What follows belongs to an exercise in optimizing a design on an open flow for small area, a short achievable clock period and few clock cycles; a production flow would make more cautious choices.
In this exercise RTL edits were held to simulation tests only and were not proved equivalent to the original.

## the baseline
==> flow/design.v (excerpt) <==
module cpu_top (
    input  wire       clk,
    input  wire       rst_n,
    input  wire [1:0] boot_mode,
    output wire       flash_cs_n,
    output wire       ram_cs_n,
    output wire       qspi_sck,
    input  wire [3:0] qspi_io_in,
    output wire [3:0] qspi_io_out,
    output wire [3:0] qspi_io_oe,
    output wire       error_flag
);
    wire        init_done;
    wire [23:0] f_addr, f_req_addr;
    wire [1:0]  f_wl;
    wire        f_hit_lo, f_hit_hi, f_req;
    wire [15:0] f_lo, f_hi;
    wire        d_ld, d_hit, st_ready, st_valid, st_take;
    wire [24:0] d_addr, st_addr;
    wire [31:0] d_word, st_data;
    wire [2:0]  st_f3;
    rv32i_core cpu_core (
        .clk(clk), .rst_n(rst_n), .mem_init_done(init_done),
        .f_addr(f_addr), .f_wl(f_wl), .f_hit_lo(f_hit_lo), .f_hit_hi(f_hit_hi), .f_lo(f_lo), .f_hi(f_hi),
        .f_req(f_req), .f_req_addr(f_req_addr),
        .d_ld(d_ld), .d_addr(d_addr), .d_hit(d_hit), .d_word(d_word),
        .st_ready(st_ready), .st_valid(st_valid), .st_take(st_take), .st_addr(st_addr), .st_data(st_data),
        .st_f3(st_f3),
        .o_error_flag(error_flag)
    );
    mem_ctl mem_ctrl (
        .clk(clk), .rst_n(rst_n), .boot_mode(boot_mode), .init_done(init_done),
        .f_addr(f_addr), .f_wl(f_wl), .f_hit_lo(f_hit_lo), .f_hit_hi(f_hit_hi), .f_lo(f_lo), .f_hi(f_hi),
        .f_req(f_req), .f_req_addr(f_req_addr),
        .d_ld(d_ld), .d_addr(d_addr), .d_hit(d_hit), .d_word(d_word),
        .st_ready(st_ready), .st_valid(st_valid), .st_take(st_take), .st_addr(st_addr), .st_data(st_data),
        .st_f3(st_f3),
        .flash_cs_n(flash_cs_n), .ram_cs_n(ram_cs_n), .spi_sclk(qspi_sck),
        .spi_io_in(qspi_io_in), .spi_io_out(qspi_io_out), .spi_io_oe(qspi_io_oe)
    );
endmodule
For scale: ~4600 flip-flops, roughly 20 I/O pins.
==> flow/config.mk <==
export PLATFORM = sky130hd
export DESIGN_NAME = cpu_top
export DESIGN_NICKNAME = cpu_top
export VERILOG_FILES = /design/flow/design.v
export SDC_FILE = /design/flow/constraint.sdc
export NUM_CORES = 8
export LEC_CHECK = 0
export CAP_MARGIN = 20
export CORE_MARGIN = 2
export CORE_UTILIZATION = 40
export CTS_CLUSTER_DIAMETER = 80
export CTS_CLUSTER_SIZE = 25
export SETUP_SLACK_MARGIN = 5
export SLEW_MARGIN = 20
==> flow/constraint.sdc <==
create_clock -name core_clock -period 10.0 [get_ports {clk}]
set_input_delay 2.0000 -clock core_clock [delete_from_list [all_inputs] [get_ports {clk}]]
set_output_delay 2.0000 -clock core_clock [all_outputs]
set_load 0.01 [all_outputs]
run.sh (not shown) runs the stock make flow with config.mk's settings and CLKGATE_MAP_FILE= SYNTH_SCRIPT=/design/flow/synth_recipe.tcl, a recipe that flattens the netlist after the stock synthesis.
Testbench counts of the baseline, summed over its fixed seeds: cycles 975,465.
## Diff of input files: the candidate against the baseline
--- a/flow/design.v
+++ b/flow/design.v
@@ -1088,23 +1088,23 @@
                     if (cnt == 5'd0) state <= S_IDLE;
                     else cnt <= cnt - 5'd1;
                 end
                 default: state <= S_IDLE;
             endcase
         end
     end
 endmodule
 module mem_ctl #(
     parameter IC_SETS = 1,
-    parameter IC_WAYS = 8,
+    parameter IC_WAYS = 7,
     parameter DC_SETS = 1,
-    parameter DC_WAYS = 8
+    parameter DC_WAYS = 10
 ) (
     input  wire        clk,
     input  wire        rst_n,
     input  wire [1:0]  boot_mode,
     output wire        init_done,
     input  wire [23:0] f_addr,
     input  wire [1:0]  f_wl,
     output wire        f_hit_lo,
     output wire        f_hit_hi,
     output wire [15:0] f_lo,
Findings:
- The candidate finished end to end and its layout was clean on timing, DRC and antenna.
- In the flow results for the candidate and the baseline, the overall die width is smaller on the baseline.
- The baseline has lower count of nets after finishing than the candidate.
- Going from the baseline to the candidate, global-route usage up 0.88 points, global-route met3 utilization rose by 0.41 points.
- Diff the baseline -> the candidate: synthesized cell count climbed about 7%, non-clock buffer count now larger.
- The die of the candidate is larger than the one used in the baseline.
- Register area share after synthesis, the candidate and the baseline: smaller value in the candidate
- The baseline → the candidate: count of cell types in the netlist up 9, floorplan row count rose 6, post-detailed-route via-to-cell ratio lost about 0.9%, clock insertion delay at the later pin of the skew report +30 ps.
- Quantity of gates resized following cts delta for the candidate relative to the baseline: about 14% higher
- The number of H-tree branching levels reported for the candidate is greater than that of the baseline by 1.
Testbench counts of the candidate, summed over its fixed seeds: cycles 870,103.

==> re-timing with driven ports <==
In the flow no input, the clock included, has a driving cell. The finished layouts below were timed again as built, in two steps. Step 1 sets driving cells, clkbuf_16 on the clock port and buf_2 on the other inputs (assumed; they add their load-dependent delay and slew). Step 2 moves the port delays by t, midway between the first and last clock arrival at a register: inputs arrive t later, outputs are due t later. That takes back most of the time a late clock gives input paths. Slacks: ideal / step 1 / step 2; pairs: ideal / step 1.
run | t (ns) | setup slack, ns | worst hold slack (ns)
the baseline | 1.153 | 4.791 / 4.791 / 4.791 | 0.372 / 0.372 / 0.372
the candidate | 1.188 | 4.824 / 4.824 / 4.824 | 0.377 / 0.377 / 0.377
After both steps setup and hold are still met in every run listed.
